Context: an optimization exercise on an open-source flow, tuned for small area, a short achievable clock period and few clock cycles. The choices shown serve that exercise and are no tape-out recipe. No run shown here included a check of the RTL's function; only the layout flow was run.

## flow/design.v (module list and top-level ports; edited modules follow where they fit)
// module jt900h_div: 74 lines
// module jt900h_add17: 64 lines
// module jt900h_alu: 232 lines
// module jt900h_mul: 468 lines
// module jt900h_add32: 124 lines
module jt900h_alu(
    input             rst,
    input             clk,
    input             cen,
    input      [31:0] op0,       
    input      [31:0] op1,       
    input      [31:0] op2,       
    input             bs,ws,qs,
    input             div_sign,       
    input             div,
    output            div_busy,
    input       [4:0] alu_sel,
    input       [2:0] cx_sel,
    input             nin, hin, cin, zin,
    output            s,z,p,c,v,
    output            h,
    output     [31:0] rslt
);
  // ...
==> flow/flow/run.sh <==
#!/bin/bash
# The standard layout, with plain buf_1 cells as the port buffers instead
# of the delay buffers buffer_ports picks by default. Every other step is the
# standard one. make's output goes to std_flow.log; ORFS keeps each step's log
# under orfs/logs.
set -euo pipefail
export BUFFER_PORTS_ARGS="-buffer_cell sky130_fd_sc_hd__buf_1"
bash standard.sh finish > std_flow.log 2>&1
==> flow/standard.sh <==
#!/bin/bash
# synth_recipe.tcl (not shown) runs the flow's synth.tcl, then flattens the netlist and writes it again
# the make line also repeats each setting of config.mk as NAME=value (left out here)
make -C /OpenROAD-flow-scripts/flow DESIGN_CONFIG=/design/flow/config.mk WORK_HOME=/design/flow/orfs CLKGATE_MAP_FILE= SYNTH_SCRIPT=/design/flow/synth_recipe.tcl "${@:-finish}"
==> flow/config.mk <==
export PLATFORM = sky130hd
export DESIGN_NAME = jt900h_alu
export DESIGN_NICKNAME = jt900h_alu
export VERILOG_FILES = /design/flow/design.v
export SDC_FILE = /design/flow/constraint.sdc
export NUM_CORES = 4
export LEC_CHECK = 0
export CAP_MARGIN = 20
export CORE_MARGIN = 2
export CORE_UTILIZATION = 55
export PLACE_DENSITY = 0.7
export SETUP_SLACK_MARGIN = 4
export SLEW_MARGIN = 20
==> flow/constraint.sdc <==
create_clock -name core_clock -period 17.0 [get_ports {clk}]
set_input_delay 3.4000 -clock core_clock [delete_from_list [all_inputs] [get_ports {clk}]]
set_output_delay 3.4000 -clock core_clock [all_outputs]
set_load 0.01 [all_outputs]
==> report_table.html, run 1 <==
<table>
<tr><th>Metric</th><th>Value</th></tr>
<tr><th colspan="2">Synth</th></tr>
<tr><td>Largest cells by area after synthesis</td><td>sky130_fd_sc_hd__fa_1 (13%), sky130_fd_sc_hd__ha_1 (9.5%), sky130_fd_sc_hd__xnor2_1 (5.7%)</td></tr>
<tr><td>Post-synth top area share</td><td>between 10 and 15%</td></tr>
<tr><td>Proportion of register bits with asynchronous set or reset after synthesis</td><td>1.85%</td></tr>
<tr><td>Largest family of logic cells by synthesized area</td><td>compound AO/OA/AOI/OAI gates</td></tr>
<tr><th colspan="2">Routing</th></tr>
<tr><td># DRC</td><td>0</td></tr>
<tr><td>Routed met2 length</td><td>46200 µm</td></tr>
<tr><td>Average wire per cell in the routed design</td><td>27.2 µm</td></tr>
<tr><th colspan="2">Place</th></tr>
<tr><td>Pre-CTS worst setup slack</td><td>~1.7 ns</td></tr>
<tr><th colspan="2">STA</th></tr>
<tr><td>Final Max Slew Viols</td><td>0</td></tr>
<tr><td>Tmin final</td><td>between 10 and 15 ns</td></tr>
<tr><td>Final setup violation count</td><td>0</td></tr>
<tr><th colspan="2">Worst setup path</th></tr>
<tr><td>Buffering stage count on the worst path with inverters included</td><td>4</td></tr>
<tr><td>Max incr delay on CP</td><td>between 0.4 and 0.5 ns</td></tr>
<tr><td>Top fanout value on the critical path</td><td>3</td></tr>
<tr><td>Crit path from</td><td>ws</td></tr>
<tr><th colspan="2">Layout</th></tr>
<tr><td>Fraction of the core area covered by cells at the end of the flow</td><td>59.8%</td></tr>
<tr><td>Clock tree cell share of total cell area</td><td>less than 1%</td></tr>
<tr><td>Dominant kind of cell by area</td><td>multi-input gates</td></tr>
<tr><td>Fraction of final layout cells with drive strength greater than 1</td><td>about a tenth</td></tr>
<tr><td>Non-clock buffer count</td><td>around 270</td></tr>
<tr><td>Count of inverters other than clock inverters in the layout</td><td>about 210</td></tr>
<tr><td>Final #Nets</td><td>3776</td></tr>
<tr><th colspan="2">Die</th></tr>
<tr><td>Std-Cell Core Area</td><td>~43000 µm²</td></tr>
<tr><td>Core Rows</td><td>76</td></tr>
<tr><td>Height of the die</td><td>between 200 and 250 µm</td></tr>
<tr><th colspan="2">Clocking</th></tr>
<tr><td>Cell chosen for the clock root</td><td>sky130_fd_sc_hd__clkbuf_16</td></tr>
<tr><td>Register clock-pin slew on the reported worst setup and hold paths</td><td>0.09 ns</td></tr>
<tr><th colspan="2">GRT</th></tr>
<tr><td>Top Usage Layer GRT</td><td>met2</td></tr>
<tr><td>Via count of the first global-routing pass</td><td>around 26k</td></tr>
<tr><th colspan="2">Worst hold path</th></tr>
<tr><td>Worst hold stages</td><td>1</td></tr>
<tr><td>Kind of path behind the tightest hold check</td><td>reg -&gt; reg</td></tr>
<tr><th colspan="2">Outcome</th></tr>
<tr><td>Result of the run</td><td>finished clean</td></tr>
</table>
==> module jt900h_div, before the edit <==
module jt900h_div(
    input             rst,
    input             clk,
    input             cen,
    input      [31:0] op0,  
    input      [15:0] op1,  
    input             len,
    input             start,
    input             sign,
    output     [15:0] quot,
    output     [15:0] rem,
    output reg        busy,
    output            v
);
localparam STEPS = 4;
localparam NQL = 32/STEPS;  
reg  [15:0] r, s, d;     
reg         dc;          
reg  [ 2:0] cnt;
reg         lng;
wire        sign0 = len ? op0[31] : op0[15];
wire        sign1 = len ? op1[15] : op1[7];
wire        neg0  = sign & sign0;
wire        neg1  = sign & sign1;
wire [31:0] a     = neg0 ? -op0 : op0;           
wire [15:0] dn    = len ? op1 ^ {16{~neg1}} : { 8'hff, op1[7:0] ^ {8{~neg1}} };
wire [15:0] ahi   = len ? a[31:16] : { 8'd0, a[15:8] };
wire [16:0] cmp0  = { 1'b0, ahi } + { 1'b1, dn } + { 16'd0, ~neg1 };
wire        long0 = ~cmp0[16];
wire [15:0] alo   = len ? a[15:0] : { 8'd0, a[7:0] };
wire [16:0] cmpz  = { 1'b0, alo } + { 1'b1, dn } + { 16'd0, ~neg1 };
wire        zq0   = ahi==0 && cmpz[16];
wire [15:0] rs [0:STEPS];
wire [15:0] ss [0:STEPS];
assign rs[0] = r;
assign ss[0] = s;
genvar g;
generate
    for( g=0; g<STEPS; g=g+1 ) begin : steps
        wire [16:0] t = { rs[g], ss[g][15] };
        wire [16:0] dif;
        wire        co;
        jt900h_add17 u_sub( .a(t), .b({ 1'b1, d }), .ci(dc), .s(dif), .co(co) );
        assign ss[g+1] = { ss[g][14:0], ~dif[16] };
        assign rs[g+1] = dif[16] ? t[15:0] : dif[15:0];
    end
endgenerate
wire [15:0] rr = rs[STEPS];
wire [15:0] sx = ss[STEPS];
always @(posedge clk) begin
    if( start ) begin
        d   <= dn;
        dc  <= ~neg1;
        lng <= long0;
        r   <= zq0 ? alo : long0 ? 16'd0 : ahi;
        s   <= zq0 ? 16'd0 : len ? ( long0 ? a[31:16] : a[15:0] ) : ( long0 ? a[15:0] : { a[7:0], 8'd0 } );
        cnt <= len ? ( long0 ? NQL-1 : NQL/2-1 ) : ( long0 ? NQL/2-1 : NQL/4-1 );
    end else begin
        r   <= rr;
        s   <= ( len && lng && cnt==NQL/2 ) ? a[15:0] : sx;
        cnt <= cnt - 1'd1;
    end
end
always @(posedge clk or posedge rst) begin
    if( rst )
        busy <= 0;
    else
        busy <= ( start & ~zq0 ) | ( busy && cnt!=0 );
end
wire rsi = sign & (sign0 ^ sign1);
assign quot = rsi  ? -s : s;
assign rem  = neg0 ? -r : r;
assign v    = lng | ( sign & ( len ? s[15] : s[7] ) );
endmodule
==> module jt900h_mul, before the edit <==
module jt900h_mul(
    input  [16:0] a,
    input  [16:0] b,
    output [31:0] p
);
wire [17:0] bx = { b[16], b };
wire [18:0] ax = { a[16], a, 1'b0 };  
wire one0 = bx[0] ^ 1'b0;
wire two0 = ( bx[1] & ~bx[0] & ~1'b0 ) | ( ~bx[1] & bx[0] & 1'b0 );
wire neg0 = bx[1];
wire pp0_0 = ( ( one0 & ax[1] ) | ( two0 & ax[0] ) ) ^ neg0;
wire pp0_1 = ( ( one0 & ax[2] ) | ( two0 & ax[1] ) ) ^ neg0;
wire pp0_2 = ( ( one0 & ax[3] ) | ( two0 & ax[2] ) ) ^ neg0;
wire pp0_3 = ( ( one0 & ax[4] ) | ( two0 & ax[3] ) ) ^ neg0;
wire pp0_4 = ( ( one0 & ax[5] ) | ( two0 & ax[4] ) ) ^ neg0;
wire pp0_5 = ( ( one0 & ax[6] ) | ( two0 & ax[5] ) ) ^ neg0;
wire pp0_6 = ( ( one0 & ax[7] ) | ( two0 & ax[6] ) ) ^ neg0;
wire pp0_7 = ( ( one0 & ax[8] ) | ( two0 & ax[7] ) ) ^ neg0;
wire pp0_8 = ( ( one0 & ax[9] ) | ( two0 & ax[8] ) ) ^ neg0;
wire pp0_9 = ( ( one0 & ax[10] ) | ( two0 & ax[9] ) ) ^ neg0;
wire pp0_10 = ( ( one0 & ax[11] ) | ( two0 & ax[10] ) ) ^ neg0;
wire pp0_11 = ( ( one0 & ax[12] ) | ( two0 & ax[11] ) ) ^ neg0;
wire pp0_12 = ( ( one0 & ax[13] ) | ( two0 & ax[12] ) ) ^ neg0;
wire pp0_13 = ( ( one0 & ax[14] ) | ( two0 & ax[13] ) ) ^ neg0;
wire pp0_14 = ( ( one0 & ax[15] ) | ( two0 & ax[14] ) ) ^ neg0;
wire pp0_15 = ( ( one0 & ax[16] ) | ( two0 & ax[15] ) ) ^ neg0;
wire pp0_16 = ( ( one0 & ax[17] ) | ( two0 & ax[16] ) ) ^ neg0;
wire pp0_17 = ~( ( ( one0 & ax[18] ) | ( two0 & ax[17] ) ) ^ neg0 );
wire one1 = bx[2] ^ bx[1];
wire two1 = ( bx[3] & ~bx[2] & ~bx[1] ) | ( ~bx[3] & bx[2] & bx[1] );
wire neg1 = bx[3];
wire pp1_0 = ( ( one1 & ax[1] ) | ( two1 & ax[0] ) ) ^ neg1;
wire pp1_1 = ( ( one1 & ax[2] ) | ( two1 & ax[1] ) ) ^ neg1;
wire pp1_2 = ( ( one1 & ax[3] ) | ( two1 & ax[2] ) ) ^ neg1;
wire pp1_3 = ( ( one1 & ax[4] ) | ( two1 & ax[3] ) ) ^ neg1;
wire pp1_4 = ( ( one1 & ax[5] ) | ( two1 & ax[4] ) ) ^ neg1;
wire pp1_5 = ( ( one1 & ax[6] ) | ( two1 & ax[5] ) ) ^ neg1;
wire pp1_6 = ( ( one1 & ax[7] ) | ( two1 & ax[6] ) ) ^ neg1;
wire pp1_7 = ( ( one1 & ax[8] ) | ( two1 & ax[7] ) ) ^ neg1;
wire pp1_8 = ( ( one1 & ax[9] ) | ( two1 & ax[8] ) ) ^ neg1;
wire pp1_9 = ( ( one1 & ax[10] ) | ( two1 & ax[9] ) ) ^ neg1;
wire pp1_10 = ( ( one1 & ax[11] ) | ( two1 & ax[10] ) ) ^ neg1;
wire pp1_11 = ( ( one1 & ax[12] ) | ( two1 & ax[11] ) ) ^ neg1;
wire pp1_12 = ( ( one1 & ax[13] ) | ( two1 & ax[12] ) ) ^ neg1;
wire pp1_13 = ( ( one1 & ax[14] ) | ( two1 & ax[13] ) ) ^ neg1;
wire pp1_14 = ( ( one1 & ax[15] ) | ( two1 & ax[14] ) ) ^ neg1;
wire pp1_15 = ( ( one1 & ax[16] ) | ( two1 & ax[15] ) ) ^ neg1;
wire pp1_16 = ( ( one1 & ax[17] ) | ( two1 & ax[16] ) ) ^ neg1;
wire pp1_17 = ~( ( ( one1 & ax[18] ) | ( two1 & ax[17] ) ) ^ neg1 );
wire one2 = bx[4] ^ bx[3];
wire two2 = ( bx[5] & ~bx[4] & ~bx[3] ) | ( ~bx[5] & bx[4] & bx[3] );
wire neg2 = bx[5];
wire pp2_0 = ( ( one2 & ax[1] ) | ( two2 & ax[0] ) ) ^ neg2;
wire pp2_1 = ( ( one2 & ax[2] ) | ( two2 & ax[1] ) ) ^ neg2;
wire pp2_2 = ( ( one2 & ax[3] ) | ( two2 & ax[2] ) ) ^ neg2;
wire pp2_3 = ( ( one2 & ax[4] ) | ( two2 & ax[3] ) ) ^ neg2;
wire pp2_4 = ( ( one2 & ax[5] ) | ( two2 & ax[4] ) ) ^ neg2;
wire pp2_5 = ( ( one2 & ax[6] ) | ( two2 & ax[5] ) ) ^ neg2;
wire pp2_6 = ( ( one2 & ax[7] ) | ( two2 & ax[6] ) ) ^ neg2;
wire pp2_7 = ( ( one2 & ax[8] ) | ( two2 & ax[7] ) ) ^ neg2;
wire pp2_8 = ( ( one2 & ax[9] ) | ( two2 & ax[8] ) ) ^ neg2;
wire pp2_9 = ( ( one2 & ax[10] ) | ( two2 & ax[9] ) ) ^ neg2;
wire pp2_10 = ( ( one2 & ax[11] ) | ( two2 & ax[10] ) ) ^ neg2;
wire pp2_11 = ( ( one2 & ax[12] ) | ( two2 & ax[11] ) ) ^ neg2;
wire pp2_12 = ( ( one2 & ax[13] ) | ( two2 & ax[12] ) ) ^ neg2;
wire pp2_13 = ( ( one2 & ax[14] ) | ( two2 & ax[13] ) ) ^ neg2;
wire pp2_14 = ( ( one2 & ax[15] ) | ( two2 & ax[14] ) ) ^ neg2;
wire pp2_15 = ( ( one2 & ax[16] ) | ( two2 & ax[15] ) ) ^ neg2;
wire pp2_16 = ( ( one2 & ax[17] ) | ( two2 & ax[16] ) ) ^ neg2;
wire pp2_17 = ~( ( ( one2 & ax[18] ) | ( two2 & ax[17] ) ) ^ neg2 );
wire one3 = bx[6] ^ bx[5];
wire two3 = ( bx[7] & ~bx[6] & ~bx[5] ) | ( ~bx[7] & bx[6] & bx[5] );
wire neg3 = bx[7];
wire pp3_0 = ( ( one3 & ax[1] ) | ( two3 & ax[0] ) ) ^ neg3;
wire pp3_1 = ( ( one3 & ax[2] ) | ( two3 & ax[1] ) ) ^ neg3;
wire pp3_2 = ( ( one3 & ax[3] ) | ( two3 & ax[2] ) ) ^ neg3;
wire pp3_3 = ( ( one3 & ax[4] ) | ( two3 & ax[3] ) ) ^ neg3;
wire pp3_4 = ( ( one3 & ax[5] ) | ( two3 & ax[4] ) ) ^ neg3;
wire pp3_5 = ( ( one3 & ax[6] ) | ( two3 & ax[5] ) ) ^ neg3;
wire pp3_6 = ( ( one3 & ax[7] ) | ( two3 & ax[6] ) ) ^ neg3;
wire pp3_7 = ( ( one3 & ax[8] ) | ( two3 & ax[7] ) ) ^ neg3;
wire pp3_8 = ( ( one3 & ax[9] ) | ( two3 & ax[8] ) ) ^ neg3;
wire pp3_9 = ( ( one3 & ax[10] ) | ( two3 & ax[9] ) ) ^ neg3;
wire pp3_10 = ( ( one3 & ax[11] ) | ( two3 & ax[10] ) ) ^ neg3;
wire pp3_11 = ( ( one3 & ax[12] ) | ( two3 & ax[11] ) ) ^ neg3;
wire pp3_12 = ( ( one3 & ax[13] ) | ( two3 & ax[12] ) ) ^ neg3;
wire pp3_13 = ( ( one3 & ax[14] ) | ( two3 & ax[13] ) ) ^ neg3;
wire pp3_14 = ( ( one3 & ax[15] ) | ( two3 & ax[14] ) ) ^ neg3;
wire pp3_15 = ( ( one3 & ax[16] ) | ( two3 & ax[15] ) ) ^ neg3;
wire pp3_16 = ( ( one3 & ax[17] ) | ( two3 & ax[16] ) ) ^ neg3;
wire pp3_17 = ~( ( ( one3 & ax[18] ) | ( two3 & ax[17] ) ) ^ neg3 );
wire one4 = bx[8] ^ bx[7];
wire two4 = ( bx[9] & ~bx[8] & ~bx[7] ) | ( ~bx[9] & bx[8] & bx[7] );
wire neg4 = bx[9];
wire pp4_0 = ( ( one4 & ax[1] ) | ( two4 & ax[0] ) ) ^ neg4;
wire pp4_1 = ( ( one4 & ax[2] ) | ( two4 & ax[1] ) ) ^ neg4;
wire pp4_2 = ( ( one4 & ax[3] ) | ( two4 & ax[2] ) ) ^ neg4;
wire pp4_3 = ( ( one4 & ax[4] ) | ( two4 & ax[3] ) ) ^ neg4;
wire pp4_4 = ( ( one4 & ax[5] ) | ( two4 & ax[4] ) ) ^ neg4;
wire pp4_5 = ( ( one4 & ax[6] ) | ( two4 & ax[5] ) ) ^ neg4;
wire pp4_6 = ( ( one4 & ax[7] ) | ( two4 & ax[6] ) ) ^ neg4;
wire pp4_7 = ( ( one4 & ax[8] ) | ( two4 & ax[7] ) ) ^ neg4;
wire pp4_8 = ( ( one4 & ax[9] ) | ( two4 & ax[8] ) ) ^ neg4;
wire pp4_9 = ( ( one4 & ax[10] ) | ( two4 & ax[9] ) ) ^ neg4;
wire pp4_10 = ( ( one4 & ax[11] ) | ( two4 & ax[10] ) ) ^ neg4;
wire pp4_11 = ( ( one4 & ax[12] ) | ( two4 & ax[11] ) ) ^ neg4;
wire pp4_12 = ( ( one4 & ax[13] ) | ( two4 & ax[12] ) ) ^ neg4;
wire pp4_13 = ( ( one4 & ax[14] ) | ( two4 & ax[13] ) ) ^ neg4;
wire pp4_14 = ( ( one4 & ax[15] ) | ( two4 & ax[14] ) ) ^ neg4;
wire pp4_15 = ( ( one4 & ax[16] ) | ( two4 & ax[15] ) ) ^ neg4;
wire pp4_16 = ( ( one4 & ax[17] ) | ( two4 & ax[16] ) ) ^ neg4;
wire pp4_17 = ~( ( ( one4 & ax[18] ) | ( two4 & ax[17] ) ) ^ neg4 );
wire one5 = bx[10] ^ bx[9];
wire two5 = ( bx[11] & ~bx[10] & ~bx[9] ) | ( ~bx[11] & bx[10] & bx[9] );
wire neg5 = bx[11];
wire pp5_0 = ( ( one5 & ax[1] ) | ( two5 & ax[0] ) ) ^ neg5;
wire pp5_1 = ( ( one5 & ax[2] ) | ( two5 & ax[1] ) ) ^ neg5;
wire pp5_2 = ( ( one5 & ax[3] ) | ( two5 & ax[2] ) ) ^ neg5;
wire pp5_3 = ( ( one5 & ax[4] ) | ( two5 & ax[3] ) ) ^ neg5;
wire pp5_4 = ( ( one5 & ax[5] ) | ( two5 & ax[4] ) ) ^ neg5;
wire pp5_5 = ( ( one5 & ax[6] ) | ( two5 & ax[5] ) ) ^ neg5;
wire pp5_6 = ( ( one5 & ax[7] ) | ( two5 & ax[6] ) ) ^ neg5;
wire pp5_7 = ( ( one5 & ax[8] ) | ( two5 & ax[7] ) ) ^ neg5;
wire pp5_8 = ( ( one5 & ax[9] ) | ( two5 & ax[8] ) ) ^ neg5;
wire pp5_9 = ( ( one5 & ax[10] ) | ( two5 & ax[9] ) ) ^ neg5;
wire pp5_10 = ( ( one5 & ax[11] ) | ( two5 & ax[10] ) ) ^ neg5;
wire pp5_11 = ( ( one5 & ax[12] ) | ( two5 & ax[11] ) ) ^ neg5;
wire pp5_12 = ( ( one5 & ax[13] ) | ( two5 & ax[12] ) ) ^ neg5;
wire pp5_13 = ( ( one5 & ax[14] ) | ( two5 & ax[13] ) ) ^ neg5;
wire pp5_14 = ( ( one5 & ax[15] ) | ( two5 & ax[14] ) ) ^ neg5;
wire pp5_15 = ( ( one5 & ax[16] ) | ( two5 & ax[15] ) ) ^ neg5;
wire pp5_16 = ( ( one5 & ax[17] ) | ( two5 & ax[16] ) ) ^ neg5;
wire pp5_17 = ~( ( ( one5 & ax[18] ) | ( two5 & ax[17] ) ) ^ neg5 );
wire one6 = bx[12] ^ bx[11];
wire two6 = ( bx[13] & ~bx[12] & ~bx[11] ) | ( ~bx[13] & bx[12] & bx[11] );
wire neg6 = bx[13];
wire pp6_0 = ( ( one6 & ax[1] ) | ( two6 & ax[0] ) ) ^ neg6;
wire pp6_1 = ( ( one6 & ax[2] ) | ( two6 & ax[1] ) ) ^ neg6;
wire pp6_2 = ( ( one6 & ax[3] ) | ( two6 & ax[2] ) ) ^ neg6;
wire pp6_3 = ( ( one6 & ax[4] ) | ( two6 & ax[3] ) ) ^ neg6;
wire pp6_4 = ( ( one6 & ax[5] ) | ( two6 & ax[4] ) ) ^ neg6;
wire pp6_5 = ( ( one6 & ax[6] ) | ( two6 & ax[5] ) ) ^ neg6;
wire pp6_6 = ( ( one6 & ax[7] ) | ( two6 & ax[6] ) ) ^ neg6;
wire pp6_7 = ( ( one6 & ax[8] ) | ( two6 & ax[7] ) ) ^ neg6;
wire pp6_8 = ( ( one6 & ax[9] ) | ( two6 & ax[8] ) ) ^ neg6;
wire pp6_9 = ( ( one6 & ax[10] ) | ( two6 & ax[9] ) ) ^ neg6;
wire pp6_10 = ( ( one6 & ax[11] ) | ( two6 & ax[10] ) ) ^ neg6;
wire pp6_11 = ( ( one6 & ax[12] ) | ( two6 & ax[11] ) ) ^ neg6;
wire pp6_12 = ( ( one6 & ax[13] ) | ( two6 & ax[12] ) ) ^ neg6;
wire pp6_13 = ( ( one6 & ax[14] ) | ( two6 & ax[13] ) ) ^ neg6;
wire pp6_14 = ( ( one6 & ax[15] ) | ( two6 & ax[14] ) ) ^ neg6;
wire pp6_15 = ( ( one6 & ax[16] ) | ( two6 & ax[15] ) ) ^ neg6;
wire pp6_16 = ( ( one6 & ax[17] ) | ( two6 & ax[16] ) ) ^ neg6;
wire pp6_17 = ~( ( ( one6 & ax[18] ) | ( two6 & ax[17] ) ) ^ neg6 );
wire one7 = bx[14] ^ bx[13];
wire two7 = ( bx[15] & ~bx[14] & ~bx[13] ) | ( ~bx[15] & bx[14] & bx[13] );
wire neg7 = bx[15];
wire pp7_0 = ( ( one7 & ax[1] ) | ( two7 & ax[0] ) ) ^ neg7;
wire pp7_1 = ( ( one7 & ax[2] ) | ( two7 & ax[1] ) ) ^ neg7;
wire pp7_2 = ( ( one7 & ax[3] ) | ( two7 & ax[2] ) ) ^ neg7;
wire pp7_3 = ( ( one7 & ax[4] ) | ( two7 & ax[3] ) ) ^ neg7;
wire pp7_4 = ( ( one7 & ax[5] ) | ( two7 & ax[4] ) ) ^ neg7;
wire pp7_5 = ( ( one7 & ax[6] ) | ( two7 & ax[5] ) ) ^ neg7;
wire pp7_6 = ( ( one7 & ax[7] ) | ( two7 & ax[6] ) ) ^ neg7;
wire pp7_7 = ( ( one7 & ax[8] ) | ( two7 & ax[7] ) ) ^ neg7;
wire pp7_8 = ( ( one7 & ax[9] ) | ( two7 & ax[8] ) ) ^ neg7;
wire pp7_9 = ( ( one7 & ax[10] ) | ( two7 & ax[9] ) ) ^ neg7;
wire pp7_10 = ( ( one7 & ax[11] ) | ( two7 & ax[10] ) ) ^ neg7;
wire pp7_11 = ( ( one7 & ax[12] ) | ( two7 & ax[11] ) ) ^ neg7;
wire pp7_12 = ( ( one7 & ax[13] ) | ( two7 & ax[12] ) ) ^ neg7;
wire pp7_13 = ( ( one7 & ax[14] ) | ( two7 & ax[13] ) ) ^ neg7;
wire pp7_14 = ( ( one7 & ax[15] ) | ( two7 & ax[14] ) ) ^ neg7;
wire pp7_15 = ( ( one7 & ax[16] ) | ( two7 & ax[15] ) ) ^ neg7;
wire pp7_16 = ( ( one7 & ax[17] ) | ( two7 & ax[16] ) ) ^ neg7;
wire pp7_17 = ~( ( ( one7 & ax[18] ) | ( two7 & ax[17] ) ) ^ neg7 );
wire one8 = bx[16] ^ bx[15];
wire two8 = ( bx[17] & ~bx[16] & ~bx[15] ) | ( ~bx[17] & bx[16] & bx[15] );
wire neg8 = bx[17];
wire pp8_0 = ( ( one8 & ax[1] ) | ( two8 & ax[0] ) ) ^ neg8;
wire pp8_1 = ( ( one8 & ax[2] ) | ( two8 & ax[1] ) ) ^ neg8;
wire pp8_2 = ( ( one8 & ax[3] ) | ( two8 & ax[2] ) ) ^ neg8;
wire pp8_3 = ( ( one8 & ax[4] ) | ( two8 & ax[3] ) ) ^ neg8;
wire pp8_4 = ( ( one8 & ax[5] ) | ( two8 & ax[4] ) ) ^ neg8;
wire pp8_5 = ( ( one8 & ax[6] ) | ( two8 & ax[5] ) ) ^ neg8;
wire pp8_6 = ( ( one8 & ax[7] ) | ( two8 & ax[6] ) ) ^ neg8;
wire pp8_7 = ( ( one8 & ax[8] ) | ( two8 & ax[7] ) ) ^ neg8;
wire pp8_8 = ( ( one8 & ax[9] ) | ( two8 & ax[8] ) ) ^ neg8;
wire pp8_9 = ( ( one8 & ax[10] ) | ( two8 & ax[9] ) ) ^ neg8;
wire pp8_10 = ( ( one8 & ax[11] ) | ( two8 & ax[10] ) ) ^ neg8;
wire pp8_11 = ( ( one8 & ax[12] ) | ( two8 & ax[11] ) ) ^ neg8;
wire pp8_12 = ( ( one8 & ax[13] ) | ( two8 & ax[12] ) ) ^ neg8;
wire pp8_13 = ( ( one8 & ax[14] ) | ( two8 & ax[13] ) ) ^ neg8;
wire pp8_14 = ( ( one8 & ax[15] ) | ( two8 & ax[14] ) ) ^ neg8;
wire pp8_15 = ( ( one8 & ax[16] ) | ( two8 & ax[15] ) ) ^ neg8;
wire s1 = pp0_16 ^ pp1_14;
wire c2 = pp0_16 & pp1_14;
wire s3 = pp0_17 ^ pp1_15 ^ pp2_13;
wire c4 = ( pp0_17 & pp1_15 ) | ( pp0_17 & pp2_13 ) | ( pp1_15 & pp2_13 );
wire s5 = pp1_16 ^ pp2_14;
wire c6 = pp1_16 & pp2_14;
wire s7 = pp0_10 ^ pp1_8;
wire c8 = pp0_10 & pp1_8;
wire s9 = pp0_11 ^ pp1_9;
wire c10 = pp0_11 & pp1_9;
wire s11 = pp0_12 ^ pp1_10 ^ pp2_8;
wire c12 = ( pp0_12 & pp1_10 ) | ( pp0_12 & pp2_8 ) | ( pp1_10 & pp2_8 );
wire s13 = pp3_6 ^ pp4_4;
wire c14 = pp3_6 & pp4_4;
wire s15 = pp0_13 ^ pp1_11 ^ pp2_9;
wire c16 = ( pp0_13 & pp1_11 ) | ( pp0_13 & pp2_9 ) | ( pp1_11 & pp2_9 );
wire s17 = pp3_7 ^ pp4_5;
wire c18 = pp3_7 & pp4_5;
wire s19 = pp0_14 ^ pp1_12 ^ pp2_10;
wire c20 = ( pp0_14 & pp1_12 ) | ( pp0_14 & pp2_10 ) | ( pp1_12 & pp2_10 );
wire s21 = pp3_8 ^ pp4_6 ^ pp5_4;
wire c22 = ( pp3_8 & pp4_6 ) | ( pp3_8 & pp5_4 ) | ( pp4_6 & pp5_4 );
wire s23 = pp6_2 ^ pp7_0;
wire c24 = pp6_2 & pp7_0;
wire s25 = pp0_15 ^ pp1_13 ^ pp2_11;
wire c26 = ( pp0_15 & pp1_13 ) | ( pp0_15 & pp2_11 ) | ( pp1_13 & pp2_11 );
wire s27 = pp3_9 ^ pp4_7 ^ pp5_5;
wire c28 = ( pp3_9 & pp4_7 ) | ( pp3_9 & pp5_5 ) | ( pp4_7 & pp5_5 );
wire s29 = pp6_3 ^ pp7_1;
wire c30 = pp6_3 & pp7_1;
wire s31 = s1 ^ pp2_12 ^ pp3_10;
wire c32 = ( s1 & pp2_12 ) | ( s1 & pp3_10 ) | ( pp2_12 & pp3_10 );
wire s33 = pp4_8 ^ pp5_6 ^ pp6_4;
wire c34 = ( pp4_8 & pp5_6 ) | ( pp4_8 & pp6_4 ) | ( pp5_6 & pp6_4 );
wire s35 = pp7_2 ^ pp8_0 ^ neg8;
wire c36 = ( pp7_2 & pp8_0 ) | ( pp7_2 & neg8 ) | ( pp8_0 & neg8 );
wire s37 = c2 ^ s3 ^ pp3_11;
wire c38 = ( c2 & s3 ) | ( c2 & pp3_11 ) | ( s3 & pp3_11 );
wire s39 = pp4_9 ^ pp5_7 ^ pp6_5;
wire c40 = ( pp4_9 & pp5_7 ) | ( pp4_9 & pp6_5 ) | ( pp5_7 & pp6_5 );
wire s41 = pp7_3 ^ pp8_1 ^ 1'b1;
wire c42 = ( pp7_3 & pp8_1 ) | ( pp7_3 & 1'b1 ) | ( pp8_1 & 1'b1 );
wire s43 = c4 ^ s5 ^ pp3_12;
wire c44 = ( c4 & s5 ) | ( c4 & pp3_12 ) | ( s5 & pp3_12 );
wire s45 = pp4_10 ^ pp5_8 ^ pp6_6;
wire c46 = ( pp4_10 & pp5_8 ) | ( pp4_10 & pp6_6 ) | ( pp5_8 & pp6_6 );
wire s47 = pp7_4 ^ pp8_2 ^ 1'b1;
wire c48 = ( pp7_4 & pp8_2 ) | ( pp7_4 & 1'b1 ) | ( pp8_2 & 1'b1 );
wire s49 = c6 ^ pp1_17 ^ pp2_15;
wire c50 = ( c6 & pp1_17 ) | ( c6 & pp2_15 ) | ( pp1_17 & pp2_15 );
wire s51 = pp3_13 ^ pp4_11 ^ pp5_9;
wire c52 = ( pp3_13 & pp4_11 ) | ( pp3_13 & pp5_9 ) | ( pp4_11 & pp5_9 );
wire s53 = pp6_7 ^ pp7_5 ^ pp8_3;
wire c54 = ( pp6_7 & pp7_5 ) | ( pp6_7 & pp8_3 ) | ( pp7_5 & pp8_3 );
wire s55 = pp2_16 ^ pp3_14 ^ pp4_12;
wire c56 = ( pp2_16 & pp3_14 ) | ( pp2_16 & pp4_12 ) | ( pp3_14 & pp4_12 );
wire s57 = pp5_10 ^ pp6_8 ^ pp7_6;
wire c58 = ( pp5_10 & pp6_8 ) | ( pp5_10 & pp7_6 ) | ( pp6_8 & pp7_6 );
wire s59 = pp8_4 ^ 1'b1;
wire c60 = pp8_4 & 1'b1;
wire s61 = pp2_17 ^ pp3_15 ^ pp4_13;
wire c62 = ( pp2_17 & pp3_15 ) | ( pp2_17 & pp4_13 ) | ( pp3_15 & pp4_13 );
wire s63 = pp5_11 ^ pp6_9 ^ pp7_7;
wire c64 = ( pp5_11 & pp6_9 ) | ( pp5_11 & pp7_7 ) | ( pp6_9 & pp7_7 );
wire s65 = pp3_16 ^ pp4_14 ^ pp5_12;
wire c66 = ( pp3_16 & pp4_14 ) | ( pp3_16 & pp5_12 ) | ( pp4_14 & pp5_12 );
wire s67 = pp6_10 ^ pp7_8;
wire c68 = pp6_10 & pp7_8;
wire s69 = pp3_17 ^ pp4_15 ^ pp5_13;
wire c70 = ( pp3_17 & pp4_15 ) | ( pp3_17 & pp5_13 ) | ( pp4_15 & pp5_13 );
wire s71 = pp4_16 ^ pp5_14;
wire c72 = pp4_16 & pp5_14;
wire s73 = pp0_6 ^ pp1_4;
wire c74 = pp0_6 & pp1_4;
wire s75 = pp0_7 ^ pp1_5;
wire c76 = pp0_7 & pp1_5;
wire s77 = pp0_8 ^ pp1_6 ^ pp2_4;
wire c78 = ( pp0_8 & pp1_6 ) | ( pp0_8 & pp2_4 ) | ( pp1_6 & pp2_4 );
wire s79 = pp3_2 ^ pp4_0;
wire c80 = pp3_2 & pp4_0;
wire s81 = pp0_9 ^ pp1_7 ^ pp2_5;
wire c82 = ( pp0_9 & pp1_7 ) | ( pp0_9 & pp2_5 ) | ( pp1_7 & pp2_5 );
wire s83 = pp3_3 ^ pp4_1;
wire c84 = pp3_3 & pp4_1;
wire s85 = s7 ^ pp2_6 ^ pp3_4;
wire c86 = ( s7 & pp2_6 ) | ( s7 & pp3_4 ) | ( pp2_6 & pp3_4 );
wire s87 = pp4_2 ^ pp5_0 ^ neg5;
wire c88 = ( pp4_2 & pp5_0 ) | ( pp4_2 & neg5 ) | ( pp5_0 & neg5 );
wire s89 = c8 ^ s9 ^ pp2_7;
wire c90 = ( c8 & s9 ) | ( c8 & pp2_7 ) | ( s9 & pp2_7 );
wire s91 = pp3_5 ^ pp4_3 ^ pp5_1;
wire c92 = ( pp3_5 & pp4_3 ) | ( pp3_5 & pp5_1 ) | ( pp4_3 & pp5_1 );
wire s93 = c10 ^ s11 ^ s13;
wire c94 = ( c10 & s11 ) | ( c10 & s13 ) | ( s11 & s13 );
wire s95 = pp5_2 ^ pp6_0 ^ neg6;
wire c96 = ( pp5_2 & pp6_0 ) | ( pp5_2 & neg6 ) | ( pp6_0 & neg6 );
wire s97 = c12 ^ c14 ^ s15;
wire c98 = ( c12 & c14 ) | ( c12 & s15 ) | ( c14 & s15 );
wire s99 = s17 ^ pp5_3 ^ pp6_1;
wire c100 = ( s17 & pp5_3 ) | ( s17 & pp6_1 ) | ( pp5_3 & pp6_1 );
wire s101 = c16 ^ c18 ^ s19;
wire c102 = ( c16 & c18 ) | ( c16 & s19 ) | ( c18 & s19 );
wire s103 = s21 ^ s23 ^ neg7;
wire c104 = ( s21 & s23 ) | ( s21 & neg7 ) | ( s23 & neg7 );
wire s105 = c20 ^ c22 ^ c24;
wire c106 = ( c20 & c22 ) | ( c20 & c24 ) | ( c22 & c24 );
wire s107 = s25 ^ s27 ^ s29;
wire c108 = ( s25 & s27 ) | ( s25 & s29 ) | ( s27 & s29 );
wire s109 = c26 ^ c28 ^ c30;
wire c110 = ( c26 & c28 ) | ( c26 & c30 ) | ( c28 & c30 );
wire s111 = s31 ^ s33 ^ s35;
wire c112 = ( s31 & s33 ) | ( s31 & s35 ) | ( s33 & s35 );
wire s113 = c32 ^ c34 ^ c36;
wire c114 = ( c32 & c34 ) | ( c32 & c36 ) | ( c34 & c36 );
wire s115 = s37 ^ s39 ^ s41;
wire c116 = ( s37 & s39 ) | ( s37 & s41 ) | ( s39 & s41 );
wire s117 = c38 ^ c40 ^ c42;
wire c118 = ( c38 & c40 ) | ( c38 & c42 ) | ( c40 & c42 );
wire s119 = s43 ^ s45 ^ s47;
wire c120 = ( s43 & s45 ) | ( s43 & s47 ) | ( s45 & s47 );
wire s121 = c44 ^ c46 ^ c48;
wire c122 = ( c44 & c46 ) | ( c44 & c48 ) | ( c46 & c48 );
wire s123 = s49 ^ s51 ^ s53;
wire c124 = ( s49 & s51 ) | ( s49 & s53 ) | ( s51 & s53 );
wire s125 = c50 ^ c52 ^ c54;
wire c126 = ( c50 & c52 ) | ( c50 & c54 ) | ( c52 & c54 );
wire s127 = s55 ^ s57 ^ s59;
wire c128 = ( s55 & s57 ) | ( s55 & s59 ) | ( s57 & s59 );
wire s129 = c56 ^ c58 ^ c60;
wire c130 = ( c56 & c58 ) | ( c56 & c60 ) | ( c58 & c60 );
wire s131 = s61 ^ s63 ^ pp8_5;
wire c132 = ( s61 & s63 ) | ( s61 & pp8_5 ) | ( s63 & pp8_5 );
wire s133 = c62 ^ c64 ^ s65;
wire c134 = ( c62 & c64 ) | ( c62 & s65 ) | ( c64 & s65 );
wire s135 = s67 ^ pp8_6 ^ 1'b1;
wire c136 = ( s67 & pp8_6 ) | ( s67 & 1'b1 ) | ( pp8_6 & 1'b1 );
wire s137 = c66 ^ c68 ^ s69;
wire c138 = ( c66 & c68 ) | ( c66 & s69 ) | ( c68 & s69 );
wire s139 = pp6_11 ^ pp7_9 ^ pp8_7;
wire c140 = ( pp6_11 & pp7_9 ) | ( pp6_11 & pp8_7 ) | ( pp7_9 & pp8_7 );
wire s141 = c70 ^ s71 ^ pp6_12;
wire c142 = ( c70 & s71 ) | ( c70 & pp6_12 ) | ( s71 & pp6_12 );
wire s143 = pp7_10 ^ pp8_8 ^ 1'b1;
wire c144 = ( pp7_10 & pp8_8 ) | ( pp7_10 & 1'b1 ) | ( pp8_8 & 1'b1 );
wire s145 = c72 ^ pp4_17 ^ pp5_15;
wire c146 = ( c72 & pp4_17 ) | ( c72 & pp5_15 ) | ( pp4_17 & pp5_15 );
wire s147 = pp6_13 ^ pp7_11 ^ pp8_9;
wire c148 = ( pp6_13 & pp7_11 ) | ( pp6_13 & pp8_9 ) | ( pp7_11 & pp8_9 );
wire s149 = pp5_16 ^ pp6_14 ^ pp7_12;
wire c150 = ( pp5_16 & pp6_14 ) | ( pp5_16 & pp7_12 ) | ( pp6_14 & pp7_12 );
wire s151 = pp8_10 ^ 1'b1;
wire c152 = pp8_10 & 1'b1;
wire s153 = pp5_17 ^ pp6_15 ^ pp7_13;
wire c154 = ( pp5_17 & pp6_15 ) | ( pp5_17 & pp7_13 ) | ( pp6_15 & pp7_13 );
wire s155 = pp6_16 ^ pp7_14;
wire c156 = pp6_16 & pp7_14;
wire s157 = pp0_4 ^ pp1_2;
wire c158 = pp0_4 & pp1_2;
wire s159 = pp0_5 ^ pp1_3;
wire c160 = pp0_5 & pp1_3;
wire s161 = s73 ^ pp2_2 ^ pp3_0;
wire c162 = ( s73 & pp2_2 ) | ( s73 & pp3_0 ) | ( pp2_2 & pp3_0 );
wire s163 = c74 ^ s75 ^ pp2_3;
wire c164 = ( c74 & s75 ) | ( c74 & pp2_3 ) | ( s75 & pp2_3 );
wire s165 = c76 ^ s77 ^ s79;
wire c166 = ( c76 & s77 ) | ( c76 & s79 ) | ( s77 & s79 );
wire s167 = c78 ^ c80 ^ s81;
wire c168 = ( c78 & c80 ) | ( c78 & s81 ) | ( c80 & s81 );
wire s169 = c82 ^ c84 ^ s85;
wire c170 = ( c82 & c84 ) | ( c82 & s85 ) | ( c84 & s85 );
wire s171 = c86 ^ c88 ^ s89;
wire c172 = ( c86 & c88 ) | ( c86 & s89 ) | ( c88 & s89 );
wire s173 = c90 ^ c92 ^ s93;
wire c174 = ( c90 & c92 ) | ( c90 & s93 ) | ( c92 & s93 );
wire s175 = c94 ^ c96 ^ s97;
wire c176 = ( c94 & c96 ) | ( c94 & s97 ) | ( c96 & s97 );
wire s177 = c98 ^ c100 ^ s101;
wire c178 = ( c98 & c100 ) | ( c98 & s101 ) | ( c100 & s101 );
wire s179 = c102 ^ c104 ^ s105;
wire c180 = ( c102 & c104 ) | ( c102 & s105 ) | ( c104 & s105 );
wire s181 = c106 ^ c108 ^ s109;
wire c182 = ( c106 & c108 ) | ( c106 & s109 ) | ( c108 & s109 );
wire s183 = c110 ^ c112 ^ s113;
wire c184 = ( c110 & c112 ) | ( c110 & s113 ) | ( c112 & s113 );
wire s185 = c114 ^ c116 ^ s117;
wire c186 = ( c114 & c116 ) | ( c114 & s117 ) | ( c116 & s117 );
wire s187 = c118 ^ c120 ^ s121;
wire c188 = ( c118 & c120 ) | ( c118 & s121 ) | ( c120 & s121 );
wire s189 = c122 ^ c124 ^ s125;
wire c190 = ( c122 & c124 ) | ( c122 & s125 ) | ( c124 & s125 );
wire s191 = c126 ^ c128 ^ s129;
wire c192 = ( c126 & c128 ) | ( c126 & s129 ) | ( c128 & s129 );
wire s193 = c130 ^ c132 ^ s133;
wire c194 = ( c130 & c132 ) | ( c130 & s133 ) | ( c132 & s133 );
wire s195 = c134 ^ c136 ^ s137;
wire c196 = ( c134 & c136 ) | ( c134 & s137 ) | ( c136 & s137 );
wire s197 = c138 ^ c140 ^ s141;
wire c198 = ( c138 & c140 ) | ( c138 & s141 ) | ( c140 & s141 );
wire s199 = c142 ^ c144 ^ s145;
wire c200 = ( c142 & c144 ) | ( c142 & s145 ) | ( c144 & s145 );
wire s201 = c146 ^ c148 ^ s149;
wire c202 = ( c146 & c148 ) | ( c146 & s149 ) | ( c148 & s149 );
wire s203 = c150 ^ c152 ^ s153;
wire c204 = ( c150 & c152 ) | ( c150 & s153 ) | ( c152 & s153 );
wire s205 = c154 ^ s155 ^ pp8_12;
wire c206 = ( c154 & s155 ) | ( c154 & pp8_12 ) | ( s155 & pp8_12 );
wire s207 = c156 ^ pp6_17 ^ pp7_15;
wire c208 = ( c156 & pp6_17 ) | ( c156 & pp7_15 ) | ( pp6_17 & pp7_15 );
wire s209 = pp7_16 ^ pp8_14;
wire c210 = pp7_16 & pp8_14;
wire s211 = pp0_2 ^ pp1_0;
wire c212 = pp0_2 & pp1_0;
wire s213 = pp0_3 ^ pp1_1;
wire c214 = pp0_3 & pp1_1;
wire s215 = s157 ^ pp2_0 ^ neg2;
wire c216 = ( s157 & pp2_0 ) | ( s157 & neg2 ) | ( pp2_0 & neg2 );
wire s217 = c158 ^ s159 ^ pp2_1;
wire c218 = ( c158 & s159 ) | ( c158 & pp2_1 ) | ( s159 & pp2_1 );
wire s219 = c160 ^ s161 ^ neg3;
wire c220 = ( c160 & s161 ) | ( c160 & neg3 ) | ( s161 & neg3 );
wire s221 = c162 ^ s163 ^ pp3_1;
wire c222 = ( c162 & s163 ) | ( c162 & pp3_1 ) | ( s163 & pp3_1 );
wire s223 = c164 ^ s165 ^ neg4;
wire c224 = ( c164 & s165 ) | ( c164 & neg4 ) | ( s165 & neg4 );
wire s225 = c166 ^ s167 ^ s83;
wire c226 = ( c166 & s167 ) | ( c166 & s83 ) | ( s167 & s83 );
wire s227 = c168 ^ s169 ^ s87;
wire c228 = ( c168 & s169 ) | ( c168 & s87 ) | ( s169 & s87 );
wire s229 = c170 ^ s171 ^ s91;
wire c230 = ( c170 & s171 ) | ( c170 & s91 ) | ( s171 & s91 );
wire s231 = c172 ^ s173 ^ s95;
wire c232 = ( c172 & s173 ) | ( c172 & s95 ) | ( s173 & s95 );
wire s233 = c174 ^ s175 ^ s99;
wire c234 = ( c174 & s175 ) | ( c174 & s99 ) | ( s175 & s99 );
wire s235 = c176 ^ s177 ^ s103;
wire c236 = ( c176 & s177 ) | ( c176 & s103 ) | ( s177 & s103 );
wire s237 = c178 ^ s179 ^ s107;
wire c238 = ( c178 & s179 ) | ( c178 & s107 ) | ( s179 & s107 );
wire s239 = c180 ^ s181 ^ s111;
wire c240 = ( c180 & s181 ) | ( c180 & s111 ) | ( s181 & s111 );
wire s241 = c182 ^ s183 ^ s115;
wire c242 = ( c182 & s183 ) | ( c182 & s115 ) | ( s183 & s115 );
wire s243 = c184 ^ s185 ^ s119;
wire c244 = ( c184 & s185 ) | ( c184 & s119 ) | ( s185 & s119 );
wire s245 = c186 ^ s187 ^ s123;
wire c246 = ( c186 & s187 ) | ( c186 & s123 ) | ( s187 & s123 );
wire s247 = c188 ^ s189 ^ s127;
wire c248 = ( c188 & s189 ) | ( c188 & s127 ) | ( s189 & s127 );
wire s249 = c190 ^ s191 ^ s131;
wire c250 = ( c190 & s191 ) | ( c190 & s131 ) | ( s191 & s131 );
wire s251 = c192 ^ s193 ^ s135;
wire c252 = ( c192 & s193 ) | ( c192 & s135 ) | ( s193 & s135 );
wire s253 = c194 ^ s195 ^ s139;
wire c254 = ( c194 & s195 ) | ( c194 & s139 ) | ( s195 & s139 );
wire s255 = c196 ^ s197 ^ s143;
wire c256 = ( c196 & s197 ) | ( c196 & s143 ) | ( s197 & s143 );
wire s257 = c198 ^ s199 ^ s147;
wire c258 = ( c198 & s199 ) | ( c198 & s147 ) | ( s199 & s147 );
wire s259 = c200 ^ s201 ^ s151;
wire c260 = ( c200 & s201 ) | ( c200 & s151 ) | ( s201 & s151 );
wire s261 = c202 ^ s203 ^ pp8_11;
wire c262 = ( c202 & s203 ) | ( c202 & pp8_11 ) | ( s203 & pp8_11 );
wire s263 = c204 ^ s205 ^ 1'b1;
wire c264 = ( c204 & s205 ) | ( c204 & 1'b1 ) | ( s205 & 1'b1 );
wire s265 = c206 ^ s207 ^ pp8_13;
wire c266 = ( c206 & s207 ) | ( c206 & pp8_13 ) | ( s207 & pp8_13 );
wire s267 = c208 ^ s209 ^ 1'b1;
wire c268 = ( c208 & s209 ) | ( c208 & 1'b1 ) | ( s209 & 1'b1 );
wire s269 = c210 ^ pp7_17 ^ pp8_15;
wire c270 = ( c210 & pp7_17 ) | ( c210 & pp8_15 ) | ( pp7_17 & pp8_15 );
wire [31:0] r0 = { c268, c266, c264, c262, c260, c258, c256, c254, c252, c250, c248, c246, c244, c242, c240, c238, c236, c234, c232, c230, c228, c226, c224, c222, c220, c218, c216, c214, c212, s211, pp0_1, pp0_0 };
wire [31:0] r1 = { s269, s267, s265, s263, s261, s259, s257, s255, s253, s251, s249, s247, s245, s243, s241, s239, s237, s235, s233, s231, s229, s227, s225, s223, s221, s219, s217, s215, s213, neg1, 1'b0, neg0 };
assign p = r0 + r1;
endmodule
==> run 2, diff against run 1 <==
--- a/flow/design.v
+++ b/flow/design.v
@@ -61,7 +61,4 @@
 wire [16:0] cmp0  = { 1'b0, ahi } + { 1'b1, dn } + { 16'd0, ~neg1 };
 wire        long0 = ~cmp0[16];
-wire [15:0] alo   = len ? a[15:0] : { 8'd0, a[7:0] };
-wire [16:0] cmpz  = { 1'b0, alo } + { 1'b1, dn } + { 16'd0, ~neg1 };
-wire        zq0   = ahi==0 && cmpz[16];
 wire [15:0] rs [0:STEPS];
 wire [15:0] ss [0:STEPS];
@@ -86,6 +83,6 @@
         dc  <= ~neg1;
         lng <= long0;
-        r   <= zq0 ? alo : long0 ? 16'd0 : ahi;
-        s   <= zq0 ? 16'd0 : len ? ( long0 ? a[31:16] : a[15:0] ) : ( long0 ? a[15:0] : { a[7:0], 8'd0 } );
+        r   <= long0 ? 16'd0 : ahi;
+        s   <= len ? ( long0 ? a[31:16] : a[15:0] ) : ( long0 ? a[15:0] : { a[7:0], 8'd0 } );
         cnt <= len ? ( long0 ? NQL-1 : NQL/2-1 ) : ( long0 ? NQL/2-1 : NQL/4-1 );
     end else begin
@@ -99,5 +96,5 @@
         busy <= 0;
     else
-        busy <= ( start & ~zq0 ) | ( busy && cnt!=0 );
+        busy <= start | ( busy && cnt!=0 );
 end
 wire rsi = sign & (sign0 ^ sign1);
@@ -868,5 +865,6 @@
 wire [31:0] r0 = { c268, c266, c264, c262, c260, c258, c256, c254, c252, c250, c248, c246, c244, c242, c240, c238, c236, c234, c232, c230, c228, c226, c224, c222, c220, c218, c216, c214, c212, s211, pp0_1, pp0_0 };
 wire [31:0] r1 = { s269, s267, s265, s263, s261, s259, s257, s255, s253, s251, s249, s247, s245, s243, s241, s239, s237, s235, s233, s231, s229, s227, s225, s223, s221, s219, s217, s215, s213, neg1, 1'b0, neg0 };
-assign p = r0 + r1;
+wire co_unused;
+jt900h_add32sk u_add( .a(r0), .b(r1), .ci(1'b0), .s(p), .co(co_unused) );
 endmodule
 module jt900h_add32(input [31:0] a, input [31:0] b, input ci, output [31:0] s, output co);
@@ -959,4 +957,174 @@
 wire [32:0] c;
 assign c[0] = ci;
+assign c[1] = gg0;
+assign c[2] = g_1_0;
+assign c[3] = g_2_0;
+assign c[4] = g_3_0;
+assign c[5] = g_4_0;
+assign c[6] = g_5_0;
+assign c[7] = g_6_0;
+assign c[8] = g_7_0;
+assign c[9] = g_8_0;
+assign c[10] = g_9_0;
+assign c[11] = g_10_0;
+assign c[12] = g_11_0;
+assign c[13] = g_12_0;
+assign c[14] = g_13_0;
+assign c[15] = g_14_0;
+assign c[16] = g_15_0;
+assign c[17] = g_16_0;
+assign c[18] = g_17_0;
+assign c[19] = g_18_0;
+assign c[20] = g_19_0;
+assign c[21] = g_20_0;
+assign c[22] = g_21_0;
+assign c[23] = g_22_0;
+assign c[24] = g_23_0;
+assign c[25] = g_24_0;
+assign c[26] = g_25_0;
+assign c[27] = g_26_0;
+assign c[28] = g_27_0;
+assign c[29] = g_28_0;
+assign c[30] = g_29_0;
+assign c[31] = g_30_0;
+assign c[32] = g_31_0;
+assign s = p0 ^ c[31:0];
+assign co = c[32];
+endmodule
+module jt900h_add32sk(input [31:0] a, input [31:0] b, input ci, output [31:0] s, output co);
+wire [31:0] p0 = a ^ b;
+wire [31:0] g0 = a & b;
+wire gg0 = g0[0] | ( p0[0] & ci );
+wire g_1_0 = g0[1] | ( p0[1] & gg0 );
+wire g_3_2 = g0[3] | ( p0[3] & g0[2] );
+wire p_3_2 = p0[3] & p0[2];
+wire g_5_4 = g0[5] | ( p0[5] & g0[4] );
+wire p_5_4 = p0[5] & p0[4];
+wire g_7_6 = g0[7] | ( p0[7] & g0[6] );
+wire p_7_6 = p0[7] & p0[6];
+wire g_9_8 = g0[9] | ( p0[9] & g0[8] );
+wire p_9_8 = p0[9] & p0[8];
+wire g_11_10 = g0[11] | ( p0[11] & g0[10] );
+wire p_11_10 = p0[11] & p0[10];
+wire g_13_12 = g0[13] | ( p0[13] & g0[12] );
+wire p_13_12 = p0[13] & p0[12];
+wire g_15_14 = g0[15] | ( p0[15] & g0[14] );
+wire p_15_14 = p0[15] & p0[14];
+wire g_17_16 = g0[17] | ( p0[17] & g0[16] );
+wire p_17_16 = p0[17] & p0[16];
+wire g_19_18 = g0[19] | ( p0[19] & g0[18] );
+wire p_19_18 = p0[19] & p0[18];
+wire g_21_20 = g0[21] | ( p0[21] & g0[20] );
+wire p_21_20 = p0[21] & p0[20];
+wire g_23_22 = g0[23] | ( p0[23] & g0[22] );
+wire p_23_22 = p0[23] & p0[22];
+wire g_25_24 = g0[25] | ( p0[25] & g0[24] );
+wire p_25_24 = p0[25] & p0[24];
+wire g_27_26 = g0[27] | ( p0[27] & g0[26] );
+wire p_27_26 = p0[27] & p0[26];
+wire g_29_28 = g0[29] | ( p0[29] & g0[28] );
+wire p_29_28 = p0[29] & p0[28];
+wire g_31_30 = g0[31] | ( p0[31] & g0[30] );
+wire p_31_30 = p0[31] & p0[30];
+wire g_2_0 = g0[2] | ( p0[2] & g_1_0 );
+wire g_3_0 = g_3_2 | ( p_3_2 & g_1_0 );
+wire g_6_4 = g0[6] | ( p0[6] & g_5_4 );
+wire p_6_4 = p0[6] & p_5_4;
+wire g_7_4 = g_7_6 | ( p_7_6 & g_5_4 );
+wire p_7_4 = p_7_6 & p_5_4;
+wire g_10_8 = g0[10] | ( p0[10] & g_9_8 );
+wire p_10_8 = p0[10] & p_9_8;
+wire g_11_8 = g_11_10 | ( p_11_10 & g_9_8 );
+wire p_11_8 = p_11_10 & p_9_8;
+wire g_14_12 = g0[14] | ( p0[14] & g_13_12 );
+wire p_14_12 = p0[14] & p_13_12;
+wire g_15_12 = g_15_14 | ( p_15_14 & g_13_12 );
+wire p_15_12 = p_15_14 & p_13_12;
+wire g_18_16 = g0[18] | ( p0[18] & g_17_16 );
+wire p_18_16 = p0[18] & p_17_16;
+wire g_19_16 = g_19_18 | ( p_19_18 & g_17_16 );
+wire p_19_16 = p_19_18 & p_17_16;
+wire g_22_20 = g0[22] | ( p0[22] & g_21_20 );
+wire p_22_20 = p0[22] & p_21_20;
+wire g_23_20 = g_23_22 | ( p_23_22 & g_21_20 );
+wire p_23_20 = p_23_22 & p_21_20;
+wire g_26_24 = g0[26] | ( p0[26] & g_25_24 );
+wire p_26_24 = p0[26] & p_25_24;
+wire g_27_24 = g_27_26 | ( p_27_26 & g_25_24 );
+wire p_27_24 = p_27_26 & p_25_24;
+wire g_30_28 = g0[30] | ( p0[30] & g_29_28 );
+wire p_30_28 = p0[30] & p_29_28;
+wire g_31_28 = g_31_30 | ( p_31_30 & g_29_28 );
+wire p_31_28 = p_31_30 & p_29_28;
+wire g_4_0 = g0[4] | ( p0[4] & g_3_0 );
+wire g_5_0 = g_5_4 | ( p_5_4 & g_3_0 );
+wire g_6_0 = g_6_4 | ( p_6_4 & g_3_0 );
+wire g_7_0 = g_7_4 | ( p_7_4 & g_3_0 );
+wire g_12_8 = g0[12] | ( p0[12] & g_11_8 );
+wire p_12_8 = p0[12] & p_11_8;
+wire g_13_8 = g_13_12 | ( p_13_12 & g_11_8 );
+wire p_13_8 = p_13_12 & p_11_8;
+wire g_14_8 = g_14_12 | ( p_14_12 & g_11_8 );
+wire p_14_8 = p_14_12 & p_11_8;
+wire g_15_8 = g_15_12 | ( p_15_12 & g_11_8 );
+wire p_15_8 = p_15_12 & p_11_8;
+wire g_20_16 = g0[20] | ( p0[20] & g_19_16 );
+wire p_20_16 = p0[20] & p_19_16;
+wire g_21_16 = g_21_20 | ( p_21_20 & g_19_16 );
+wire p_21_16 = p_21_20 & p_19_16;
+wire g_22_16 = g_22_20 | ( p_22_20 & g_19_16 );
+wire p_22_16 = p_22_20 & p_19_16;
+wire g_23_16 = g_23_20 | ( p_23_20 & g_19_16 );
+wire p_23_16 = p_23_20 & p_19_16;
+wire g_28_24 = g0[28] | ( p0[28] & g_27_24 );
+wire p_28_24 = p0[28] & p_27_24;
+wire g_29_24 = g_29_28 | ( p_29_28 & g_27_24 );
+wire p_29_24 = p_29_28 & p_27_24;
+wire g_30_24 = g_30_28 | ( p_30_28 & g_27_24 );
+wire p_30_24 = p_30_28 & p_27_24;
+wire g_31_24 = g_31_28 | ( p_31_28 & g_27_24 );
+wire p_31_24 = p_31_28 & p_27_24;
+wire g_8_0 = g0[8] | ( p0[8] & g_7_0 );
+wire g_9_0 = g_9_8 | ( p_9_8 & g_7_0 );
+wire g_10_0 = g_10_8 | ( p_10_8 & g_7_0 );
+wire g_11_0 = g_11_8 | ( p_11_8 & g_7_0 );
+wire g_12_0 = g_12_8 | ( p_12_8 & g_7_0 );
+wire g_13_0 = g_13_8 | ( p_13_8 & g_7_0 );
+wire g_14_0 = g_14_8 | ( p_14_8 & g_7_0 );
+wire g_15_0 = g_15_8 | ( p_15_8 & g_7_0 );
+wire g_24_16 = g0[24] | ( p0[24] & g_23_16 );
+wire p_24_16 = p0[24] & p_23_16;
+wire g_25_16 = g_25_24 | ( p_25_24 & g_23_16 );
+wire p_25_16 = p_25_24 & p_23_16;
+wire g_26_16 = g_26_24 | ( p_26_24 & g_23_16 );
+wire p_26_16 = p_26_24 & p_23_16;
+wire g_27_16 = g_27_24 | ( p_27_24 & g_23_16 );
+wire p_27_16 = p_27_24 & p_23_16;
+wire g_28_16 = g_28_24 | ( p_28_24 & g_23_16 );
+wire p_28_16 = p_28_24 & p_23_16;
+wire g_29_16 = g_29_24 | ( p_29_24 & g_23_16 );
+wire p_29_16 = p_29_24 & p_23_16;
+wire g_30_16 = g_30_24 | ( p_30_24 & g_23_16 );
+wire p_30_16 = p_30_24 & p_23_16;
+wire g_31_16 = g_31_24 | ( p_31_24 & g_23_16 );
+wire p_31_16 = p_31_24 & p_23_16;
+wire g_16_0 = g0[16] | ( p0[16] & g_15_0 );
+wire g_17_0 = g_17_16 | ( p_17_16 & g_15_0 );
+wire g_18_0 = g_18_16 | ( p_18_16 & g_15_0 );
+wire g_19_0 = g_19_16 | ( p_19_16 & g_15_0 );
+wire g_20_0 = g_20_16 | ( p_20_16 & g_15_0 );
+wire g_21_0 = g_21_16 | ( p_21_16 & g_15_0 );
+wire g_22_0 = g_22_16 | ( p_22_16 & g_15_0 );
+wire g_23_0 = g_23_16 | ( p_23_16 & g_15_0 );
+wire g_24_0 = g_24_16 | ( p_24_16 & g_15_0 );
+wire g_25_0 = g_25_16 | ( p_25_16 & g_15_0 );
+wire g_26_0 = g_26_16 | ( p_26_16 & g_15_0 );
+wire g_27_0 = g_27_16 | ( p_27_16 & g_15_0 );
+wire g_28_0 = g_28_16 | ( p_28_16 & g_15_0 );
+wire g_29_0 = g_29_16 | ( p_29_16 & g_15_0 );
+wire g_30_0 = g_30_16 | ( p_30_16 & g_15_0 );
+wire g_31_0 = g_31_16 | ( p_31_16 & g_15_0 );
+wire [32:0] c;
+assign c[0] = ci;
 assign c[1] = gg0;
 assign c[2] = g_1_0;
==> report_table.html, run 2 <==
<table>
<tr><th>Metric</th><th>Value</th></tr>
<tr><th colspan="2">Layout</th></tr>
<tr><td>Fraction of final layout cells with drive strength greater than 1</td><td>11.5% (+1.7 points)</td></tr>
<tr><td>Fill cell count</td><td>3624</td></tr>
<tr><td>Commonest cells after routing, fill and taps aside</td><td>sky130_fd_sc_hd__nor2_1 (307), sky130_fd_sc_hd__nand2_1 (254), sky130_fd_sc_hd__o21ai_0 (217)</td></tr>
<tr><td>Fraction of the core area covered by cells at the end of the flow</td><td>62.4% (+2.6 points)</td></tr>
<tr><td>Final #Nets</td><td>3609 (-4.4%)</td></tr>
<tr><th colspan="2">Worst setup path</th></tr>
<tr><td>Buffering stage count on the worst path with inverters included</td><td>6 (+2)</td></tr>
<tr><td>Max incr delay on CP</td><td>0.69 ns (+0.21 ns)</td></tr>
<tr><td>Worst endpoint required time</td><td>~14 ns</td></tr>
<tr><td>Reg2reg end</td><td>u_div.r[15]$_DFF_P_</td></tr>
<tr><td>Critical path launch point type</td><td>input port</td></tr>
<tr><td>Critical path depth in cells</td><td>28</td></tr>
<tr><td>Endpoint class of the critical path</td><td>output pin</td></tr>
<tr><td>Master of the slowest instance on the critical path</td><td>sky130_fd_sc_hd__a21oi_1</td></tr>
<tr><td>Number of cells traversed by the worst register-to-register path</td><td>between 40 and 50</td></tr>
<tr><td>Crit path from</td><td>alu_sel[1]</td></tr>
<tr><td>Setup slack of the worst register-to-register path</td><td>4.82 ns</td></tr>
<tr><td>Top fanout value on the critical path</td><td>34 (+31)</td></tr>
<tr><th colspan="2">Worst hold path</th></tr>
<tr><td>Kind of path behind the tightest hold check</td><td>reg -&gt; reg</td></tr>
<tr><th colspan="2">Synth</th></tr>
<tr><td>Post-synthesis net count</td><td>around 3.6k</td></tr>
<tr><td>Count of yosys warnings during synthesis</td><td>2</td></tr>
<tr><td>Synth cell types</td><td>103</td></tr>
<tr><td>Synthesized area per cell</td><td>between 7 and 8 µm²</td></tr>
<tr><td>Commonest cells in the netlist</td><td>sky130_fd_sc_hd__nor2_1 (320), sky130_fd_sc_hd__nand2_1 (264), sky130_fd_sc_hd__o21ai_0 (223)</td></tr>
<tr><td>Proportion of register bits with asynchronous set or reset after synthesis</td><td>1.85% (unchanged)</td></tr>
<tr><td>Post-synth top area share</td><td>14.1% (+1.2 points)</td></tr>
<tr><td>Largest cells by area after synthesis</td><td>sky130_fd_sc_hd__fa_1 (14%), sky130_fd_sc_hd__ha_1 (9.2%), sky130_fd_sc_hd__xnor2_1 (6.1%)</td></tr>
<tr><th colspan="2">STA</th></tr>
<tr><td>Transition time at the pin with the least slew margin</td><td>~1.2 ns</td></tr>
<tr><td>Final Max Slew Viols</td><td>0 (unchanged)</td></tr>
<tr><td>Final setup violation count</td><td>0 (unchanged)</td></tr>
<tr><td>Final worst clock skew</td><td>a little under 0.008 ns</td></tr>
<tr><td>Tmin final</td><td>12.98 ns (-0.321 ns)</td></tr>
<tr><th colspan="2">Routing</th></tr>
<tr><td>Via count</td><td>~27k</td></tr>
<tr><td>Average wire per cell in the routed design</td><td>29.3 µm (+7.7%)</td></tr>
<tr><td>Ratio of routed vias to standard cells</td><td>around 7.2</td></tr>
<tr><td>Initial DRT Pass Iterations</td><td>7</td></tr>
<tr><td># DRC</td><td>0 (unchanged)</td></tr>
<tr><th colspan="2">Die</th></tr>
<tr><td>Core Rows</td><td>74 (-2.6%)</td></tr>
<tr><td>Die width</td><td>around 210 µm</td></tr>
<tr><td>Height of the die</td><td>207 µm (-3.1%)</td></tr>
<tr><td>Std-Cell Core Area</td><td>40700 µm² (-5.6%)</td></tr>
<tr><th colspan="2">Clocking</th></tr>
<tr><td>Cell chosen for the clock root</td><td>sky130_fd_sc_hd__clkbuf_16</td></tr>
<tr><td>Register clock-pin slew on the reported worst setup and hold paths</td><td>0.08 ns (about the same)</td></tr>
<tr><td>Clock tree sinks</td><td>54</td></tr>
<tr><td>H-Tree Depth</td><td>2</td></tr>
<tr><th colspan="2">Place</th></tr>
<tr><td>Quantity of I/O buffers inserted on ports</td><td>roughly 150</td></tr>
<tr><th colspan="2">GRT</th></tr>
<tr><td>Total gr overflow</td><td>0</td></tr>
<tr><td>Via count of the first global-routing pass</td><td>24.9k (-5.2%)</td></tr>
<tr><th colspan="2">Outcome</th></tr>
<tr><td>Result of the run</td><td>finished clean</td></tr>
</table>
-- run 2: metal layers --
metal	wire, µm	vias up	GRT usage (%)
met2	44200	2336	70.9
met3	15300	668	13.0
li1	-	11379	-
met4	10400	4	35.5
met5	88	-	0.922
met1	38500	12480	61.5
-- run 2: metrics by stage --
step | setup WS [ns] | instance area [µm²] | std cells
6_report | 4.02 | 25400 | 3707
5_1_grt | 3.87 | 25400 | 3704
4_1_cts | 4.00 | 24400 | 3652
3_5_place_dp | 2.67 | 23500 | 3619
3_3_place_gp | 2.78 | 23500 | 3619
2_1_floorplan | 4.04 | 22600 | 3116
-- run 2: cell families after synthesis --
family                     count (synthesis)  synth area share (%)
and+or+nand+nor                          862                  17.3
adders and majority gates                331                  23.5
muxes                                     90                  4.28
buffers and inverters                    484                  8.16
AOI/OAI and AO/OA                       1063                  32.0
xor gates and xnor gates                 232                  9.18
DFF                                       54                  5.60
-- run 2: worst min path at each step --
stage	startpoint	endpoint	slack [ns]	cells past startpoint
after floorplan	u_div.cnt[0]$_SDFF_PP1_	u_div.cnt[0]$_SDFF_PP1_	0.37	1
after global placement	u_div.cnt[0]$_SDFF_PP1_	u_div.cnt[0]$_SDFF_PP1_	0.38	1
after detailed placement	u_div.cnt[0]$_SDFF_PP1_	u_div.cnt[0]$_SDFF_PP1_	0.39	1
after CTS	u_div.cnt[0]$_SDFF_PP1_	u_div.cnt[0]$_SDFF_PP1_	0.41	1
after global routing	u_div.cnt[0]$_SDFF_PP1_	u_div.cnt[0]$_SDFF_PP1_	0.42	1
final	u_div.cnt[0]$_SDFF_PP1_	u_div.cnt[0]$_SDFF_PP1_	0.40	1
-- run 2: what timing repair did --
action | in CTS | in global routing
hold buffers | 0 | 0
pin swaps | 13 | 29
cloned | 5 | 10
endpoints found under the hold margin | 0 | 0
resized for setup | 124 | 110
setup endpoints to repair | 20 | 25
buffers inserted | 20 | 37
-- run 2: cell type report --
| class | instances | area [µm²] | share of cell area [%] |
|---|---|---|---|
| Timing Repair Buffer | 306 | 2360 | 9.29 |
| Inverter | 220 | 875 | 3.44 |
| Sequential cell | 54 | 1270 | 4.98 |
| Antenna cell | 6 | 15.0 | 0.0591 |
| Clock buffer | 5 | 125 | 0.492 |
| Multi-Input combinational cell | 2580 | 20100 | 79.0 |
| Timing Repair inverter | 1 | 5.00 | 0.0197 |
| Tap cell | 532 | 666 | 2.62 |
| Clock inverter | 3 | 28.8 | 0.113 |

[separate check: timing with driven ports]
The results above use ideal ports. As a check the final layouts listed here were re-extracted and re-timed, cells and wires unchanged.
Step 1: set_driving_cell puts a clkbuf_16 on clk and a buf_2 on each other input, an assumption about the parent block.
Step 2 times the ports against the registers' clock, not the clock port: input delays grow and output delays shrink by t, the midpoint of the rising clock arrivals with the driver on.
Three values: ideal ports, drivers, drivers and shift; two values: the first two.
run	t, ns	slack for setup (ns)	worst setup path after step 2	worst register clock-pin slew, ns	worst slew at a driven data input, ns
run 1	0.355	3.699 / 3.666 / 3.666	input to output	0.09 / 0.09	0.11
run 2	0.367	4.020 / 3.996 / 3.996	input to output	0.09 / 0.09	0.15
After both steps every run listed still meets setup and hold. For run 1, which loses most, drivers alone change the setup slack by -0.033 ns; drivers and shift together by -0.033 ns.
